What follows belongs to an exercise in optimizing a design on an open flow for small area; a production flow would make more cautious choices. Function was checked by simulation only, so behaviour that the tests miss may differ from the original. Power and IR drop assume default switching activity.

Setup of run 1:
==> flow/design.v (excerpt) <==
module debayer
    #(
    parameter line_length = 64
    )
    (
        input               clk,
        input               reset,
        input               sof_in,
        input [9:0]         pixel_data,
        input               pixel_data_valid,
        output logic [15:0] pixel_out_data,
        output logic        pixel_out_data_valid,
        output logic        sof,
        output logic        sof_2
    );
Settings: LEC_CHECK=0, CAP_MARGIN=20, CORE_MARGIN=2, CORE_UTILIZATION=60, SLEW_MARGIN=20; clock period 6.0 ns.
standard.sh (not shown) runs the stock make flow with config.mk's settings and CLKGATE_MAP_FILE= SYNTH_SCRIPT=/design/flow/synth_recipe.tcl, a recipe that flattens the netlist after the stock synthesis.
==> flow/flow/run.sh <==
#!/bin/bash
set -euo pipefail
export CTS_ARGS="-sink_clustering_enable -repair_clock_nets -dont_use_dummy_load -buf_list sky130_fd_sc_hd__clkbuf_8 -sink_clustering_size 18 -sink_clustering_max_diameter 60 -sink_clustering_levels 2"
bash standard.sh > run_standard.log 2>&1
Run 1 was carried through to the last stage, and its layout satisfied the timing, design-rule and antenna checks.
## Diff of input files: run 2 against run 1
# run 1
export LEC_CHECK = 0
export CAP_MARGIN = 20
export CORE_MARGIN = 2
export CORE_UTILIZATION = 60
export SLEW_MARGIN = 20
create_clock -name core_clock -period 6.0 [get_ports {clk}]
# run 2
export LEC_CHECK = 0
export CAP_MARGIN = 20
export CORE_MARGIN = 2
export CORE_UTILIZATION = 60
export CTS_CLUSTER_DIAMETER = 100
export CTS_CLUSTER_SIZE = 25
export SLEW_MARGIN = 20
create_clock -name core_clock -period 6.0 [get_ports {clk}]
==> flow/run.sh (new file) <==
#!/bin/bash
# synth_recipe.tcl (not shown) runs the flow's synth.tcl, then flattens the netlist and writes it again
# the make line also repeats each setting of config.mk as NAME=value (left out here)
make -C /OpenROAD-flow-scripts/flow DESIGN_CONFIG=/design/flow/config.mk WORK_HOME=/design/flow/orfs CLKGATE_MAP_FILE= SYNTH_SCRIPT=/design/flow/synth_recipe.tcl finish
removed: flow/flow/run.sh
removed: flow/standard.sh
Results
Run 2: all stages complete, timing, DRC and antenna checks passed
Compared with run 1, run 2 improves routed via count.
Count of antenna diodes in the layout in run 2 vs run 1: down 1
Routed wire length delta (run 1 -> run 2): insignificant
Setup changes, run 2 to run 3
# run 2
export LEC_CHECK = 0
export CAP_MARGIN = 20
export CORE_MARGIN = 2
export CORE_UTILIZATION = 60
export CTS_CLUSTER_DIAMETER = 100
export CTS_CLUSTER_SIZE = 25
export SLEW_MARGIN = 20
create_clock -name core_clock -period 6.0 [get_ports {clk}]
# run 3
export LEC_CHECK = 0
export CAP_MARGIN = 20
export CORE_MARGIN = 2
export CORE_UTILIZATION = 70
export SLEW_MARGIN = 20
create_clock -name core_clock -period 6.0 [get_ports {clk}]
==> flow/flow/run.sh (new file) <==
#!/bin/bash
set -euo pipefail
export CTS_ARGS="-sink_clustering_enable -repair_clock_nets -dont_use_dummy_load -buf_list sky130_fd_sc_hd__clkbuf_8 -sink_clustering_size 18 -sink_clustering_max_diameter 60 -sink_clustering_levels 2"
bash standard.sh > run_standard.log 2>&1
==> flow/standard.sh (new file) <==
#!/bin/bash
# synth_recipe.tcl (not shown) runs the flow's synth.tcl, then flattens the netlist and writes it again
# the make line also repeats each setting of config.mk as NAME=value (left out here)
make -C /OpenROAD-flow-scripts/flow DESIGN_CONFIG=/design/flow/config.mk WORK_HOME=/design/flow/orfs CLKGATE_MAP_FILE= SYNTH_SCRIPT=/design/flow/synth_recipe.tcl "${@:-finish}"
removed: flow/run.sh
--- outcome ---
- Against run 2, run 3 comes in 3.1 points higher on sequential cell fraction of total power.
- Between run 2 and run 3, power spent charging and discharging nets decreased.
- [compare] base=run 2 new=run 3: layout cell share with drive strength beyond 1 picked up an extra 0.86 points; logic depth of the worst path, buffers included shrank by 8.3%.
- Compared to run 2, run 3 has number of tapcells 15% lower.
- Against run 2, run 3 comes in 4.4% lower on total chip power.
- Of the two values seen for first element of the critical path, pa[0] was produced by run 2 and pfh[1] by run 3.
- Diff run 2..run 3 | number of flip-flops and latches | unchanged
- Diff run 3..run 2 | clock-pin slew reported for the worst setup and hold paths after clock tree synthesis | negligible
- Run 3 finished all stages; the layout is clean.
Inputs modified between run 3 and run 4:
# run 3
export LEC_CHECK = 0
export CAP_MARGIN = 20
export CORE_MARGIN = 2
export CORE_UTILIZATION = 70
export SLEW_MARGIN = 20
create_clock -name core_clock -period 6.0 [get_ports {clk}]
# run 4
export LEC_CHECK = 0
export CAP_MARGIN = 5
export CORE_MARGIN = 2
export CORE_UTILIZATION = 60
export SLEW_MARGIN = 5
create_clock -name core_clock -period 6.0 [get_ports {clk}]
Results
Register share of the cell area (run 4 over run 3): decrease, 0.28 points. Run 4 completed; timing, DRC and antenna clean. For final total power, run 4 and run 3 come out practically identical. Final critical-path share of the clock period, run 4 and run 3: smaller value in run 3. Comparing run 4 and run 3, share of power burned in the clock network is higher on run 4.

========
The RTL this note starts from:
==> flow/design.v <==
module debayer
    #(
    parameter line_length = 64
    )
    (
        input               clk,
        input               reset,
        input               sof_in,
        input [9:0]         pixel_data,
        input               pixel_data_valid,
        output logic [15:0] pixel_out_data,
        output logic        pixel_out_data_valid,
        output logic        sof,
        output logic        sof_2
    );
    assign sof_2 = sof;
    localparam [2:0] ST_WAITFIRSTLINES = 3'd0,
                     ST_WAITFIRSTPIX   = 3'd1,
                     ST_G_B            = 3'd2,
                     ST_G_R            = 3'd3,
                     ST_R              = 3'd4,
                     ST_B              = 3'd5;
    localparam SEG = line_length - 5;    
    wire rst = reset | sof_in;
    logic [2:0]  db_state;
    logic        last_gb;
    logic [5:0]  pixel_x;
    logic [5:1]  pixel_valid;
    logic [8:0]  pixels_received;        
    logic [4:1]  hit;                    
    logic        sclr;
    logic [1:0]  rd_lvl;                 
    logic [1:0]  rd_lvl_d;
    logic [2:0]  xtra;                   
    logic        rgb_pixel_valid;
    logic [9:0]  buf_pixel, buf2_pixel;
    wire sh = pixel_valid[2] & ~rst;
    logic [4:0][9:0] w4;
    logic [4:0][7:0] w3, w2, w1;
    logic [4:2][7:0] w0;
    logic [SEG-1:0][7:0] d3;
    logic [SEG:0][7:0]   d2, d1, d0;
    always @(posedge clk) begin
        if (sh) begin
            w4 <= {buf2_pixel, w4[4:1]};
            d3 <= {d3[SEG-2:0], w4[0][9:2]};
            w3 <= {d3[SEG-1], w3[4:1]};
            d2 <= {d2[SEG-1:0], w3[0]};
            w2 <= {(xtra[2] ? d2[SEG] : d2[SEG-1]), w2[4:1]};
            d1 <= {d1[SEG-1:0], w2[0]};
            w1 <= {(xtra[1] ? d1[SEG] : d1[SEG-1]), w1[4:1]};
            d0 <= {d0[SEG-1:0], w1[0]};
            w0 <= {(xtra[0] ? d0[SEG] : d0[SEG-1]), w0[4:3]};
        end
    end
    wire [7:0] q02 = w0[2];
    wire [7:0] q11 = w1[1], q12 = w1[2], q13 = w1[3];
    wire [7:0] q20 = w2[0], q21 = w2[1], q22 = w2[2], q23 = w2[3], q24 = w2[4];
    wire [7:0] q31 = w3[1], q32 = w3[2], q33 = w3[3];
    wire [9:0] r   = w4[2];
    wire [15:0] s_gatrb = 16'd18 + {q22, 4'd0}
                        + {q12, 3'd0} + {q21, 3'd0} + {q23, 3'd0} + {q32, 3'd0}
                        - {q02, 2'd0} - {q20, 2'd0} - {q24, 2'd0} - r;
    wire [15:0] s2_ratg_r_b = 16'd30 + {q22, 5'd0} + {q22, 3'd0}
                        + {q21, 5'd0} + {q23, 5'd0} + {q02, 2'd0} + {r[9:1], 1'b0}
                        - {q20, 3'd0} - {q24, 3'd0}
                        - {q11, 3'd0} - {q13, 3'd0} - {q31, 3'd0} - {q33, 3'd0};
    wire [15:0] s2_ratg_b_r = 16'd36 + {q22, 5'd0} + {q22, 3'd0}
                        + {q12, 5'd0} + {q32, 5'd0} + {q20, 2'd0} + {q24, 2'd0}
                        - {q02, 3'd0} - {r, 1'b0}
                        - {q11, 3'd0} - {q13, 3'd0} - {q31, 3'd0} - {q33, 3'd0};
    wire [15:0] s2_ratb = 16'd38 + {q22, 5'd0} + {q22, 4'd0}
                        + {q11, 4'd0} + {q13, 4'd0} + {q31, 4'd0} + {q33, 4'd0}
                        - {q02, 3'd0} - {q02, 2'd0} - {q20, 3'd0} - {q20, 2'd0}
                        - {q24, 3'd0} - {q24, 2'd0} - {r, 1'b0} - r + r[0];
    function automatic [5:0] top6(input [15:0] s);
        top6 = s[15] ? 6'd0 : (s[14] | s[13]) ? 6'h3F : s[12:7];
    endfunction
    function automatic [5:0] top6x2(input [15:0] s2);
        top6x2 = s2[15] ? 6'd0 : s2[14] ? 6'h3F : s2[13:8];
    endfunction
    logic [5:0] k_g;         
    logic [4:0] k_b;         
    logic [4:0] k_rgb;       
    logic [4:0] k_rgr;       
    logic [5:0] k_c;         
    always @(posedge clk) begin
        k_g   <= top6(s_gatrb);
        k_b   <= top6x2(s2_ratb) >> 1;
        k_rgb <= top6x2(s2_ratg_r_b) >> 1;
        k_rgr <= top6x2(s2_ratg_b_r) >> 1;
        k_c   <= q22[7:2];
    end
    logic [2:0] nstate;
    logic       n_last_gb;
    logic [5:0] n_pixel_x;
    always_comb begin
        nstate    = db_state;
        n_last_gb = last_gb;
        n_pixel_x = pixel_x;
        if (pixel_valid[4] && hit[4])
            nstate = ST_G_R;
        case (db_state)
            ST_R: if (pixel_valid[5]) begin
                n_pixel_x = pixel_x + 6'd2;
                if (pixel_x == line_length - 6) begin
                    nstate    = ST_WAITFIRSTPIX;
                    n_last_gb = 1'b0;
                end else
                    nstate = ST_G_R;
            end
            ST_G_R: if (pixel_valid[5]) nstate = ST_R;
            ST_G_B: if (pixel_valid[5]) begin
                n_pixel_x = pixel_x + 6'd2;
                if (pixel_x == line_length - 6) begin
                    nstate    = ST_WAITFIRSTPIX;
                    n_last_gb = 1'b1;
                end else
                    nstate = ST_B;
            end
            ST_B: if (pixel_valid[5]) nstate = ST_G_B;
            ST_WAITFIRSTPIX: if (pixel_valid[5]) begin
                if (pixel_x == line_length - 1) begin
                    n_pixel_x = 6'd0;
                    nstate    = last_gb ? ST_G_R : ST_B;
                end else
                    n_pixel_x = pixel_x + 6'd1;
            end
            default: ;
        endcase
    end
    logic [15:0] c1, colors;
    always @(posedge clk) begin
        case (nstate)
            ST_R:    c1 <= {k_b,          k_g,      k_c[5:1]};
            ST_G_R:  c1 <= {k_rgr,        k_c,      k_rgb};
            ST_G_B:  c1 <= {k_rgb,        k_c,      k_rgr};
            default: c1 <= {k_c[5:1],     k_g,      k_b};
        endcase
        colors         <= c1;
        pixel_out_data <= colors;
    end
    always @(posedge clk) begin
        buf_pixel  <= pixel_data;
        buf2_pixel <= buf_pixel;
        sclr       <= rst;
        if (rst) begin
            db_state             <= ST_WAITFIRSTLINES;
            pixel_x              <= 6'd0;
            pixel_valid          <= 5'd0;
            pixels_received      <= 9'd0;
            hit                  <= 4'd0;
            rd_lvl               <= 2'd0;
            sof                  <= 1'b0;
            rgb_pixel_valid      <= 1'b0;
            pixel_out_data_valid <= 1'b0;
        end else begin
            pixel_valid          <= {pixel_valid[4:1], pixel_data_valid};
            pixel_out_data_valid <= rgb_pixel_valid;
            rd_lvl_d             <= rd_lvl;
            if (sclr)
                xtra <= (rd_lvl_d == 2'd3) ? 3'b111 : (rd_lvl_d == 2'd2) ? 3'b110 :
                        (rd_lvl_d == 2'd1) ? 3'b100 : 3'b000;
            rd_lvl <= 2'd0;
            hit    <= {hit[3:1], 1'b0};
            if (pixel_data_valid) begin
                if (pixels_received != 9'd261)
                    pixels_received <= pixels_received + 9'd1;
                hit[1] <= (pixels_received == 9'd260);
                rd_lvl <= (pixels_received > 9'd180) ? 2'd3 :
                          (pixels_received > 9'd121) ? 2'd2 :
                          (pixels_received > 9'd62)  ? 2'd1 : 2'd0;
            end
            if (pixel_valid[4] && hit[4])
                sof <= 1'b1;
            if (db_state == ST_R)
                sof <= 1'b0;
            db_state <= nstate;
            last_gb  <= n_last_gb;
            pixel_x  <= n_pixel_x;
            rgb_pixel_valid <= (db_state == ST_R || db_state == ST_G_R ||
                                db_state == ST_G_B || db_state == ST_B) && pixel_valid[5];
        end
    end
endmodule
Settings: LEC_CHECK=0, CAP_MARGIN=20, CORE_MARGIN=2, CORE_UTILIZATION=40, CTS_BUF_LIST=sky130_fd_sc_hd__clkbuf_4 sky130_fd_sc_hd__clkbuf_8, CTS_CLUSTER_SIZE=30, SLEW_MARGIN=20; clock period 6.0 ns.
run.sh (not shown) runs the stock make flow with config.mk's settings and CLKGATE_MAP_FILE= SYNTH_SCRIPT=/design/flow/synth_recipe.tcl, a recipe that flattens the netlist after the stock synthesis.
Stock flow here: none of the scripts above is used.
==> next run, changes <==
--- a/flow/config.mk
+++ b/flow/config.mk
@@ -11,2 +10,0 @@
-export CTS_BUF_LIST = sky130_fd_sc_hd__clkbuf_4 sky130_fd_sc_hd__clkbuf_8
-export CTS_CLUSTER_SIZE = 30
Clock skew drops by 0.039 ns.
Core utilization barely changes.
Fmax barely changes.
Wire length fell by 2.0%.
Total power went up by 2.4%.
Setup slack gains 0.0035 ns.
Synthesized cell count stays the same.

-- port drivers added, routing unchanged --
In the flow no input, the clock included, has a driving cell. The finished layouts below were timed again as built, in two steps. Step 1 sets driving cells, clkbuf_16 on the clock port and buf_2 on the other inputs (assumed; they add their load-dependent delay and slew). Step 2 moves the port delays by t, midway between the first and last clock arrival at a register: inputs arrive t later, outputs are due t later. That takes back most of the time a late clock gives input paths. a / b / c = ideal ports / drivers / drivers and shift; a / b = the first two.
| run | t, ns | setup WS [ns] | clock arrival spread, ns | worst data-port slew with drivers (ns) |
|---|---|---|---|---|
| run 1 | 0.891 | 0.235 / 0.235 / 0.235 | 0.120 / 0.120 | 0.05 |
| run 2 | 0.790 | 0.231 / 0.231 / 0.231 | 0.031 / 0.031 | 0.05 |
| run 3 | 0.868 | 0.262 / 0.262 / 0.262 | 0.125 / 0.125 | 0.06 |
| run 4 | 0.891 | 0.233 / 0.233 / 0.233 | 0.119 / 0.119 | 0.05 |
| the first run of note 2 | 1.062 | 0.272 / 0.272 / 0.272 | 0.114 / 0.115 | 0.05 |
| the second run of note 2 | 0.879 | 0.275 / 0.275 / 0.275 | 0.076 / 0.077 | 0.05 |
After both steps setup and hold are still met in every run listed.
